Background: an optimization exercise with open tools, aiming at small area and a short achievable clock period. Do not read the settings as production practice. Only simulation tests tie the RTL to the original design; equivalence was not proved.

==> run P: inputs <==
Design fpu, start of the top module:
module fpu (clk, rst, in_valid, op_sel, rsA, rsB, out_valid, rd, exc2fsr);
Settings: LEC_CHECK=0, ABC_AREA=1, CAP_MARGIN=20, CORE_MARGIN=2, CORE_UTILIZATION=40, SLEW_MARGIN=20; clock period 30.0 ns.
standard.sh (not shown) runs the stock make flow with config.mk's settings and CLKGATE_MAP_FILE= SYNTH_SCRIPT=/design/flow/synth_recipe.tcl, a recipe that flattens the netlist after the stock synthesis.
==> flow/flow/run.sh <==
#!/bin/bash
# The standard layout, with one change: the buffers that global placement
# puts on every input and output port get a buf_2 cell instead of the
# clkdlybuf4s50_1 delay cell the resizer picks. Every port still has its buffer.
set -euo pipefail
export POST_GLOBAL_PLACE_TCL="$PWD/flow/port_buffers.tcl"
bash standard.sh > standard.log 2>&1
==> flow/flow/port_buffers.tcl <==
# Sourced by ORFS after global placement (POST_GLOBAL_PLACE_TCL): give the port
# buffers inserted by buffer_ports a buf_2 cell.
set n 0
foreach inst [[ord::get_db_block] getInsts] {
  if {[regexp {^(input|output)[0-9]+$} [$inst getName]] &&
      [[$inst getMaster] getName] eq "sky130_fd_sc_hd__clkdlybuf4s50_1"} {
    replace_cell [$inst getName] sky130_fd_sc_hd__buf_2
    incr n
  }
}
puts "port_buffers.tcl: $n port buffers now sky130_fd_sc_hd__buf_2"
==> run C (differences from run P) <==
--- a/flow/design.v
+++ b/flow/design.v
@@ -24,10 +24,17 @@
 			exnR = (expZero & ~X[22]) ? 2'b00 : (expInfty & fracZero) ? 2'b10 :
 			       (expInfty & ~fracZero) ? 2'b11 : 2'b01;
 			fp32flo = {exnR, X[31], X[30:23], (expZero & X[22]) ? {X[21:0], 1'b0} : X[22:0]};
 		end
 	endfunction
+	function [2:0] floflags(input [31:0] X);
+		reg [33:0] r;
+		begin
+			r = fp32flo(X);
+			floflags = {r[33:32], (X[30:23] == 8'h00) & X[22]};
+		end
+	endfunction
 	function [31:0] flo2fp32(input [33:0] X);
 		reg sX;
 		reg [22:0] fracR;
 		reg [7:0] expR;
 		begin
@@ -103,15 +110,14 @@
 					lzc24 = 23 - j;
 					found = 1'b1;
 				end
 		end
 	endfunction
-	reg [33:0] xa0, xb0;
+	reg [31:0] a0, b0;
+	reg [2:0] fa0, fb0;
 	reg [3:0] op0;
 	reg [10:0] vp;
-	wire [31:0] a0;
-	wire [31:0] b0;
 	wire [0:0] isdiv;
 	wire [0:0] issqrt;
 	wire [0:0] ismul;
 	wire [0:0] isadd;
 	wire [0:0] isi2f;
@@ -822,10 +828,11 @@
 	wire bm_fc298;
 	wire [47:0] bm_ra;
 	wire [47:0] bm_rb;
 	wire [22:0] m_low;
 	wire [4:0] i2_cnt;
+	wire [31:0] i2_mt;
 	wire [66:0] misc2;
 	wire [24:0] ad3_T;
 	wire [23:0] ad3_mag;
 	wire [24:0] ad3_sum;
 	wire [0:0] ad3_sgn;
@@ -841,11 +848,11 @@
 	wire [0:0] mu_rnd;
 	wire [32:0] mu_esr;
 	wire [1:0] mu_epx;
 	wire [1:0] mu_fx;
 	wire [31:0] mu_res;
-	wire [31:0] i2_mt;
+	wire [23:0] i2_mt3;
 	wire [22:0] i2_man;
 	wire [7:0] i2_exp;
 	wire [31:0] i2_res;
 	wire [33:0] misc3;
 	wire [24:0] ad4_ms;
@@ -1450,12 +1457,10 @@
 	wire [2:0] sq_xsR_r10 = st10[69:67];
 	wire [7:0] sq_eRn1_r10 = st10[77:70];
 	wire [77:0] st10_sqrt = {sq_eRn1_r9, sq_xsR_r9, sq_Sd22, sq_Tl22, sq_Xh22, sq_Th22, sq_Rl22};
 	wire [31:0] rdp4_r10 = st10[77:46];
 	wire [31:0] st10_misc = {rdp4_r9};
-	assign a0 = {xa0[31:23], (xa0[30:23] == 8'd0 && xa0[33:32] == 2'b01) ? {1'b1, xa0[22:1]} : xa0[22:0]};
-	assign b0 = {xb0[31:23], (xb0[30:23] == 8'd0 && xb0[33:32] == 2'b01) ? {1'b1, xb0[22:1]} : xb0[22:0]};
 	assign isdiv = op0 == 4'd3;
 	assign issqrt = op0 == 4'd4 || op0 >= 4'd13;
 	assign ismul = op0 == 4'd2;
 	assign isadd = op0 == 4'd0 || op0 == 4'd1;
 	assign isi2f = op0 == 4'd6;
@@ -1463,12 +1468,12 @@
 	assign a_nan = (a0[30:23] == 8'hFF) && (a0[22:0] != 23'd0);
 	assign b_nan = (b0[30:23] == 8'hFF) && (b0[22:0] != 23'd0);
 	assign nancmp = a_nan | b_nan;
 	assign nvx = ((op0 == 4'd4) & a0[31]) | (isdiv & bzero);
 	assign dvx = isdiv & bzero;
-	assign xa = xa0;
-	assign xb = xb0;
+	assign xa = {fa0[2:1], a0[31:23], fa0[0] ? {a0[21:0], 1'b0} : a0[22:0]};
+	assign xb = {fb0[2:1], b0[31:23], fb0[0] ? {b0[21:0], 1'b0} : b0[22:0]};
 	assign a_zero = a0[30:0] == 31'd0;
 	assign b_zero = b0[30:0] == 31'd0;
 	assign c_eq = ~nancmp & ((a_zero & b_zero) | (a0 == b0));
 	assign mag_lt = a0[30:0] < b0[30:0];
 	assign mag_gt = ~mag_lt & (a0[30:0] != b0[30:0]);
@@ -2166,11 +2171,12 @@
 	assign bm_fc298 = (bm_hc252 & bm_nsg_11) | (bm_hc252 & bm_pp12[23]) | (bm_nsg_11 & bm_pp12[23]);
 	assign bm_ra = {bm_fc297, bm_fc296, bm_fc295, bm_fc294, bm_fc293, bm_fc292, bm_fc291, bm_fc290, bm_fc289, bm_fc288, bm_fc287, bm_fc286, bm_fc285, bm_fc284, bm_fc283, bm_fc282, bm_fc281, bm_fc280, bm_fc279, bm_fc278, bm_fc277, bm_fc276, bm_fc275, bm_fc274, bm_fc273, bm_fc272, bm_fc271, bm_fc270, bm_fc269, bm_fc268, bm_fc267, bm_fc266, bm_fc265, bm_fc264, bm_fc263, bm_fc262, bm_fc261, bm_fc260, bm_fc259, bm_fc258, bm_fc257, bm_fc256, bm_fc255, bm_hc254, bm_hc253, bm_hs253, bm_pp0[1], bm_pp0[0]};
 	assign bm_rb = {bm_fs298, bm_fs297, bm_fs296, bm_fs295, bm_fs294, bm_fs293, bm_fs292, bm_fs291, bm_fs290, bm_fs289, bm_fs288, bm_fs287, bm_fs286, bm_fs285, bm_fs284, bm_fs283, bm_fs282, bm_fs281, bm_fs280, bm_fs279, bm_fs278, bm_fs277, bm_fs276, bm_fs275, bm_fs274, bm_fs273, bm_fs272, bm_fs271, bm_fs270, bm_fs269, bm_fs268, bm_fs267, bm_fs266, bm_fs265, bm_fs264, bm_fs263, bm_fs262, bm_fs261, bm_fs260, bm_fs259, bm_fs258, bm_fs257, bm_fs256, bm_fs255, bm_hs254, bm_ng_1, 1'b0, bm_ng_0};
 	assign m_low = {1'b0, bm_ra[21:0]} + {1'b0, bm_rb[21:0]};
 	assign i2_cnt = lzct(misc1_r1[31:0]) + 5'd1;
-	assign misc2 = isadd_r1 ? {31'd0, misc1_r1[64:62], misc1_r1[61:54], ad2_T} : ismul_r1 ? {bm_ra[47:22], bm_rb[47:22], m_low[22], m_low[21:0] != 22'd0, misc1_r1[12:0]} : isi2f_r1 ? {26'd0, misc1_r1[35:32], i2_cnt, misc1_r1[31:0]} : {35'd0, misc1_r1[31:0]};
+	assign i2_mt = misc1_r1[31:0] << i2_cnt;
+	assign misc2 = isadd_r1 ? {31'd0, misc1_r1[64:62], misc1_r1[61:54], ad2_T} : ismul_r1 ? {bm_ra[47:22], bm_rb[47:22], m_low[22], m_low[21:0] != 22'd0, misc1_r1[12:0]} : isi2f_r1 ? {34'd0, misc1_r1[35:32], i2_cnt, i2_mt[31:8]} : {35'd0, misc1_r1[31:0]};
 	assign ad3_T = misc2_r2[24:0];
 	assign ad3_mag = ad3_T[24] ? (~ad3_T[23:0] + 24'd1) : ad3_T[23:0];
 	assign ad3_sum = misc2_r2[33] ? ad3_T : {1'b0, ad3_mag};
 	assign ad3_sgn = (misc2_r2[33] | ad3_T[24]) ? misc2_r2[35] : misc2_r2[34];
 	assign mu_p = misc2_r2[66:41] + misc2_r2[40:15] + {25'd0, misc2_r2[14]};
@@ -2185,14 +2191,14 @@
 	assign mu_rnd = mu_stk & (mu_grd | mu_b25);
 	assign mu_esr = {mu_epn, mu_f} + {32'd0, mu_rnd};
 	assign mu_epx = (mu_esr[32:31] == 2'b00) ? 2'b01 : (mu_esr[32:31] == 2'b01) ? 2'b10 : 2'b00;
 	assign mu_fx = (misc2_r2[1:0] == 2'b11 || misc2_r2[1:0] == 2'b10 || misc2_r2[1:0] == 2'b00) ? misc2_r2[1:0] : mu_epx;
 	assign mu_res = flo2fp32({mu_fx, misc2_r2[2], mu_esr[30:0]});
-	assign i2_mt = misc2_r2[31:0] << misc2_r2[36:32];
-	assign i2_man = i2_mt[31:9] + {22'd0, i2_mt[8]};
-	assign i2_exp = 8'd159 - {3'd0, misc2_r2[36:32]};
-	assign i2_res = (misc2_r2[40:38] == 3'd1) ? 32'hFF800000 : (misc2_r2[40:38] == 3'd2) ? 32'h7F800000 : (misc2_r2[40:38] == 3'd3) ? 32'h7FC00000 : (misc2_r2[40:38] == 3'd4) ? 32'd0 : {misc2_r2[37], i2_exp, i2_man};
+	assign i2_mt3 = misc2_r2[23:0];
+	assign i2_man = i2_mt3[23:1] + {22'd0, i2_mt3[0]};
+	assign i2_exp = 8'd159 - {3'd0, misc2_r2[28:24]};
+	assign i2_res = (misc2_r2[32:30] == 3'd1) ? 32'hFF800000 : (misc2_r2[32:30] == 3'd2) ? 32'h7F800000 : (misc2_r2[32:30] == 3'd3) ? 32'h7FC00000 : (misc2_r2[32:30] == 3'd4) ? 32'd0 : {misc2_r2[29], i2_exp, i2_man};
 	assign misc3 = isadd_r2 ? {ad3_sgn, misc2_r2[32:25], ad3_sum} : {2'd0, ismul_r2 ? mu_res : isi2f_r2 ? i2_res : misc2_r2[31:0]};
 	assign ad4_ms = misc3_r3[24] ? {1'b0, misc3_r3[24:1]} : misc3_r3[24:0];
 	assign ad4_er = misc3_r3[24] ? (misc3_r3[32:25] + 8'd1) : misc3_r3[32:25];
 	assign ad4_lz = lzct({ad4_ms[23:0], 8'hFF});
 	assign ad4_mr = ad4_ms[23:0] << ad4_lz;
@@ -2541,12 +2547,14 @@
 	assign f_snan = nancmp_r10 | ((f_e == 8'hFF) & ~f_fz & ~rdx[22]);
 	assign f_sub = (f_e == 8'h00) & ~f_fz;
 	assign rd_n = issqrt_r10 ? sq_rd : rdx;
 	assign exc_n = issqrt_r10 ? sq_exc : {f_snan | nvx_r10, dvx_r10, (f_e == 8'hFF) & f_fz, f_sub, f_sub | f_snan};
 	always @(posedge clk) begin
-		xa0 <= fp32flo(rsA);
-		xb0 <= fp32flo(rsB);
+		a0 <= rsA;
+		b0 <= rsB;
+		fa0 <= floflags(rsA);
+		fb0 <= floflags(rsB);
 		op0 <= op_sel;
 		if (rst) begin
 			vp <= 11'd0;
 			out_valid <= 1'b0;
 		end else begin
Settings changed: CORE_UTILIZATION 40 to 65, CTS_CLUSTER_DIAMETER set to 100, CTS_CLUSTER_SIZE set to 20.
==> run F (differences from run P) <==
--- a/flow/design.v
+++ b/flow/design.v
@@ -24,10 +24,17 @@
 			exnR = (expZero & ~X[22]) ? 2'b00 : (expInfty & fracZero) ? 2'b10 :
 			       (expInfty & ~fracZero) ? 2'b11 : 2'b01;
 			fp32flo = {exnR, X[31], X[30:23], (expZero & X[22]) ? {X[21:0], 1'b0} : X[22:0]};
 		end
 	endfunction
+	function [2:0] floflags(input [31:0] X);
+		reg [33:0] r;
+		begin
+			r = fp32flo(X);
+			floflags = {r[33:32], (X[30:23] == 8'h00) & X[22]};
+		end
+	endfunction
 	function [31:0] flo2fp32(input [33:0] X);
 		reg sX;
 		reg [22:0] fracR;
 		reg [7:0] expR;
 		begin
@@ -103,15 +110,14 @@
 					lzc24 = 23 - j;
 					found = 1'b1;
 				end
 		end
 	endfunction
-	reg [33:0] xa0, xb0;
+	reg [31:0] a0, b0;
+	reg [2:0] fa0, fb0;
 	reg [3:0] op0;
 	reg [10:0] vp;
-	wire [31:0] a0;
-	wire [31:0] b0;
 	wire [0:0] isdiv;
 	wire [0:0] issqrt;
 	wire [0:0] ismul;
 	wire [0:0] isadd;
 	wire [0:0] isi2f;
@@ -822,10 +828,11 @@
 	wire bm_fc298;
 	wire [47:0] bm_ra;
 	wire [47:0] bm_rb;
 	wire [22:0] m_low;
 	wire [4:0] i2_cnt;
+	wire [31:0] i2_mt;
 	wire [66:0] misc2;
 	wire [24:0] ad3_T;
 	wire [23:0] ad3_mag;
 	wire [24:0] ad3_sum;
 	wire [0:0] ad3_sgn;
@@ -841,11 +848,11 @@
 	wire [0:0] mu_rnd;
 	wire [32:0] mu_esr;
 	wire [1:0] mu_epx;
 	wire [1:0] mu_fx;
 	wire [31:0] mu_res;
-	wire [31:0] i2_mt;
+	wire [23:0] i2_mt3;
 	wire [22:0] i2_man;
 	wire [7:0] i2_exp;
 	wire [31:0] i2_res;
 	wire [33:0] misc3;
 	wire [24:0] ad4_ms;
@@ -1450,12 +1457,10 @@
 	wire [2:0] sq_xsR_r10 = st10[69:67];
 	wire [7:0] sq_eRn1_r10 = st10[77:70];
 	wire [77:0] st10_sqrt = {sq_eRn1_r9, sq_xsR_r9, sq_Sd22, sq_Tl22, sq_Xh22, sq_Th22, sq_Rl22};
 	wire [31:0] rdp4_r10 = st10[77:46];
 	wire [31:0] st10_misc = {rdp4_r9};
-	assign a0 = {xa0[31:23], (xa0[30:23] == 8'd0 && xa0[33:32] == 2'b01) ? {1'b1, xa0[22:1]} : xa0[22:0]};
-	assign b0 = {xb0[31:23], (xb0[30:23] == 8'd0 && xb0[33:32] == 2'b01) ? {1'b1, xb0[22:1]} : xb0[22:0]};
 	assign isdiv = op0 == 4'd3;
 	assign issqrt = op0 == 4'd4 || op0 >= 4'd13;
 	assign ismul = op0 == 4'd2;
 	assign isadd = op0 == 4'd0 || op0 == 4'd1;
 	assign isi2f = op0 == 4'd6;
@@ -1463,12 +1468,12 @@
 	assign a_nan = (a0[30:23] == 8'hFF) && (a0[22:0] != 23'd0);
 	assign b_nan = (b0[30:23] == 8'hFF) && (b0[22:0] != 23'd0);
 	assign nancmp = a_nan | b_nan;
 	assign nvx = ((op0 == 4'd4) & a0[31]) | (isdiv & bzero);
 	assign dvx = isdiv & bzero;
-	assign xa = xa0;
-	assign xb = xb0;
+	assign xa = {fa0[2:1], a0[31:23], fa0[0] ? {a0[21:0], 1'b0} : a0[22:0]};
+	assign xb = {fb0[2:1], b0[31:23], fb0[0] ? {b0[21:0], 1'b0} : b0[22:0]};
 	assign a_zero = a0[30:0] == 31'd0;
 	assign b_zero = b0[30:0] == 31'd0;
 	assign c_eq = ~nancmp & ((a_zero & b_zero) | (a0 == b0));
 	assign mag_lt = a0[30:0] < b0[30:0];
 	assign mag_gt = ~mag_lt & (a0[30:0] != b0[30:0]);
@@ -2166,11 +2171,12 @@
 	assign bm_fc298 = (bm_hc252 & bm_nsg_11) | (bm_hc252 & bm_pp12[23]) | (bm_nsg_11 & bm_pp12[23]);
 	assign bm_ra = {bm_fc297, bm_fc296, bm_fc295, bm_fc294, bm_fc293, bm_fc292, bm_fc291, bm_fc290, bm_fc289, bm_fc288, bm_fc287, bm_fc286, bm_fc285, bm_fc284, bm_fc283, bm_fc282, bm_fc281, bm_fc280, bm_fc279, bm_fc278, bm_fc277, bm_fc276, bm_fc275, bm_fc274, bm_fc273, bm_fc272, bm_fc271, bm_fc270, bm_fc269, bm_fc268, bm_fc267, bm_fc266, bm_fc265, bm_fc264, bm_fc263, bm_fc262, bm_fc261, bm_fc260, bm_fc259, bm_fc258, bm_fc257, bm_fc256, bm_fc255, bm_hc254, bm_hc253, bm_hs253, bm_pp0[1], bm_pp0[0]};
 	assign bm_rb = {bm_fs298, bm_fs297, bm_fs296, bm_fs295, bm_fs294, bm_fs293, bm_fs292, bm_fs291, bm_fs290, bm_fs289, bm_fs288, bm_fs287, bm_fs286, bm_fs285, bm_fs284, bm_fs283, bm_fs282, bm_fs281, bm_fs280, bm_fs279, bm_fs278, bm_fs277, bm_fs276, bm_fs275, bm_fs274, bm_fs273, bm_fs272, bm_fs271, bm_fs270, bm_fs269, bm_fs268, bm_fs267, bm_fs266, bm_fs265, bm_fs264, bm_fs263, bm_fs262, bm_fs261, bm_fs260, bm_fs259, bm_fs258, bm_fs257, bm_fs256, bm_fs255, bm_hs254, bm_ng_1, 1'b0, bm_ng_0};
 	assign m_low = {1'b0, bm_ra[21:0]} + {1'b0, bm_rb[21:0]};
 	assign i2_cnt = lzct(misc1_r1[31:0]) + 5'd1;
-	assign misc2 = isadd_r1 ? {31'd0, misc1_r1[64:62], misc1_r1[61:54], ad2_T} : ismul_r1 ? {bm_ra[47:22], bm_rb[47:22], m_low[22], m_low[21:0] != 22'd0, misc1_r1[12:0]} : isi2f_r1 ? {26'd0, misc1_r1[35:32], i2_cnt, misc1_r1[31:0]} : {35'd0, misc1_r1[31:0]};
+	assign i2_mt = misc1_r1[31:0] << i2_cnt;
+	assign misc2 = isadd_r1 ? {31'd0, misc1_r1[64:62], misc1_r1[61:54], ad2_T} : ismul_r1 ? {bm_ra[47:22], bm_rb[47:22], m_low[22], m_low[21:0] != 22'd0, misc1_r1[12:0]} : isi2f_r1 ? {34'd0, misc1_r1[35:32], i2_cnt, i2_mt[31:8]} : {35'd0, misc1_r1[31:0]};
 	assign ad3_T = misc2_r2[24:0];
 	assign ad3_mag = ad3_T[24] ? (~ad3_T[23:0] + 24'd1) : ad3_T[23:0];
 	assign ad3_sum = misc2_r2[33] ? ad3_T : {1'b0, ad3_mag};
 	assign ad3_sgn = (misc2_r2[33] | ad3_T[24]) ? misc2_r2[35] : misc2_r2[34];
 	assign mu_p = misc2_r2[66:41] + misc2_r2[40:15] + {25'd0, misc2_r2[14]};
@@ -2185,14 +2191,14 @@
 	assign mu_rnd = mu_stk & (mu_grd | mu_b25);
 	assign mu_esr = {mu_epn, mu_f} + {32'd0, mu_rnd};
 	assign mu_epx = (mu_esr[32:31] == 2'b00) ? 2'b01 : (mu_esr[32:31] == 2'b01) ? 2'b10 : 2'b00;
 	assign mu_fx = (misc2_r2[1:0] == 2'b11 || misc2_r2[1:0] == 2'b10 || misc2_r2[1:0] == 2'b00) ? misc2_r2[1:0] : mu_epx;
 	assign mu_res = flo2fp32({mu_fx, misc2_r2[2], mu_esr[30:0]});
-	assign i2_mt = misc2_r2[31:0] << misc2_r2[36:32];
-	assign i2_man = i2_mt[31:9] + {22'd0, i2_mt[8]};
-	assign i2_exp = 8'd159 - {3'd0, misc2_r2[36:32]};
-	assign i2_res = (misc2_r2[40:38] == 3'd1) ? 32'hFF800000 : (misc2_r2[40:38] == 3'd2) ? 32'h7F800000 : (misc2_r2[40:38] == 3'd3) ? 32'h7FC00000 : (misc2_r2[40:38] == 3'd4) ? 32'd0 : {misc2_r2[37], i2_exp, i2_man};
+	assign i2_mt3 = misc2_r2[23:0];
+	assign i2_man = i2_mt3[23:1] + {22'd0, i2_mt3[0]};
+	assign i2_exp = 8'd159 - {3'd0, misc2_r2[28:24]};
+	assign i2_res = (misc2_r2[32:30] == 3'd1) ? 32'hFF800000 : (misc2_r2[32:30] == 3'd2) ? 32'h7F800000 : (misc2_r2[32:30] == 3'd3) ? 32'h7FC00000 : (misc2_r2[32:30] == 3'd4) ? 32'd0 : {misc2_r2[29], i2_exp, i2_man};
 	assign misc3 = isadd_r2 ? {ad3_sgn, misc2_r2[32:25], ad3_sum} : {2'd0, ismul_r2 ? mu_res : isi2f_r2 ? i2_res : misc2_r2[31:0]};
 	assign ad4_ms = misc3_r3[24] ? {1'b0, misc3_r3[24:1]} : misc3_r3[24:0];
 	assign ad4_er = misc3_r3[24] ? (misc3_r3[32:25] + 8'd1) : misc3_r3[32:25];
 	assign ad4_lz = lzct({ad4_ms[23:0], 8'hFF});
 	assign ad4_mr = ad4_ms[23:0] << ad4_lz;
@@ -2541,12 +2547,14 @@
 	assign f_snan = nancmp_r10 | ((f_e == 8'hFF) & ~f_fz & ~rdx[22]);
 	assign f_sub = (f_e == 8'h00) & ~f_fz;
 	assign rd_n = issqrt_r10 ? sq_rd : rdx;
 	assign exc_n = issqrt_r10 ? sq_exc : {f_snan | nvx_r10, dvx_r10, (f_e == 8'hFF) & f_fz, f_sub, f_sub | f_snan};
 	always @(posedge clk) begin
-		xa0 <= fp32flo(rsA);
-		xb0 <= fp32flo(rsB);
+		a0 <= rsA;
+		b0 <= rsB;
+		fa0 <= floflags(rsA);
+		fb0 <= floflags(rsB);
 		op0 <= op_sel;
 		if (rst) begin
 			vp <= 11'd0;
 			out_valid <= 1'b0;
 		end else begin
Settings changed: CORE_UTILIZATION 40 to 55, CTS_CLUSTER_DIAMETER set to 100, CTS_CLUSTER_SIZE set to 20.
==> summary.txt <==
STA
  – Period utilization: 24.9%
  – Max Clk Rate: 134 MHz

Clock tree
  – Clk sinks: 1045
  – Clock latency on the worst-skew pair: 0.90 ns

Logic synthesis
  – Synth top area share: 17.8%
  – Register area share after synthesis: 17.8%

Cells and area
  – Fraction of area in registers: 16.6%

Floorplanning
  – Vert. Die Dim: 546 um

Run status
  – Outcome: complete, no violations

Worst setup path
  – Required @ worst endpoint: 30.63 ns
the above is filed under run P

==> summary.txt <==
Cells and area
  – Seq cells: 1047
  – Fraction of area in registers: 17.5%

STA
  – Period utilization: 24.1%
  – Worst Hold Slack: 0.324 ns

Run status
  – Outcome: complete, no violations

Clock tree
  – Clock root cell: clkbuf_16

Floorplanning
  – Vert. Die Dim: 426 um

Worst setup path
  – Required @ worst endpoint: 30.65 ns

Logic synthesis
  – Register area share after synthesis: 18.1%
the above is filed under run C

==> summary.txt <==
Run status
  – Outcome: complete, no violations

STA
  – Max Clk Rate: 138 MHz
  – Period utilization: 24.1%

Logic synthesis
  – Mapped Cells: 17270
  – Register area share after synthesis: 18.1%
  – Synth top area share: 18.1%

Floorplanning
  – Vert. Die Dim: 463 um
  – Row count: 168

Worst setup path
  – Required @ worst endpoint: 24.00 ns

Cells and area
  – Fraction of area in registers: 17.3%

Clock tree
  – Clk sinks: 1047
the above is filed under run F

-- separate check: timing with driven ports --
The flow's constraints put no driver on any port. The routed layouts listed below were extracted and timed again, unchanged, in two steps. Step 1: set_driving_cell puts a clkbuf_16 on clk and a buf_2 on each other input, an assumption about the parent block. Step 2 times the ports against the registers' clock, not the clock port: input delays grow and output delays shrink by t, the midpoint of the rising clock arrivals with the driver on. Slacks: ideal / step 1 / step 2; pairs: ideal / step 1.
run	shift t [ns]	setup slack, ns	clock arrival spread, ns	slew at the worst register clock pin (ns)	cell pins on the clock port's net
run P	0.949	22.533 / 22.533 / 21.668	0.170 / 0.170	0.08 / 0.08	1
run C	0.833	22.758 / 22.697 / 22.758	0.059 / 0.059	0.10 / 0.10	1
run F	0.841	22.773 / 22.684 / 22.525	0.084 / 0.083	0.09 / 0.09	1
After both steps setup and hold are still met in every run listed. The setup slack of run P, which loses most, moves by 0.000 ns with the drivers and by -0.865 ns with both steps.
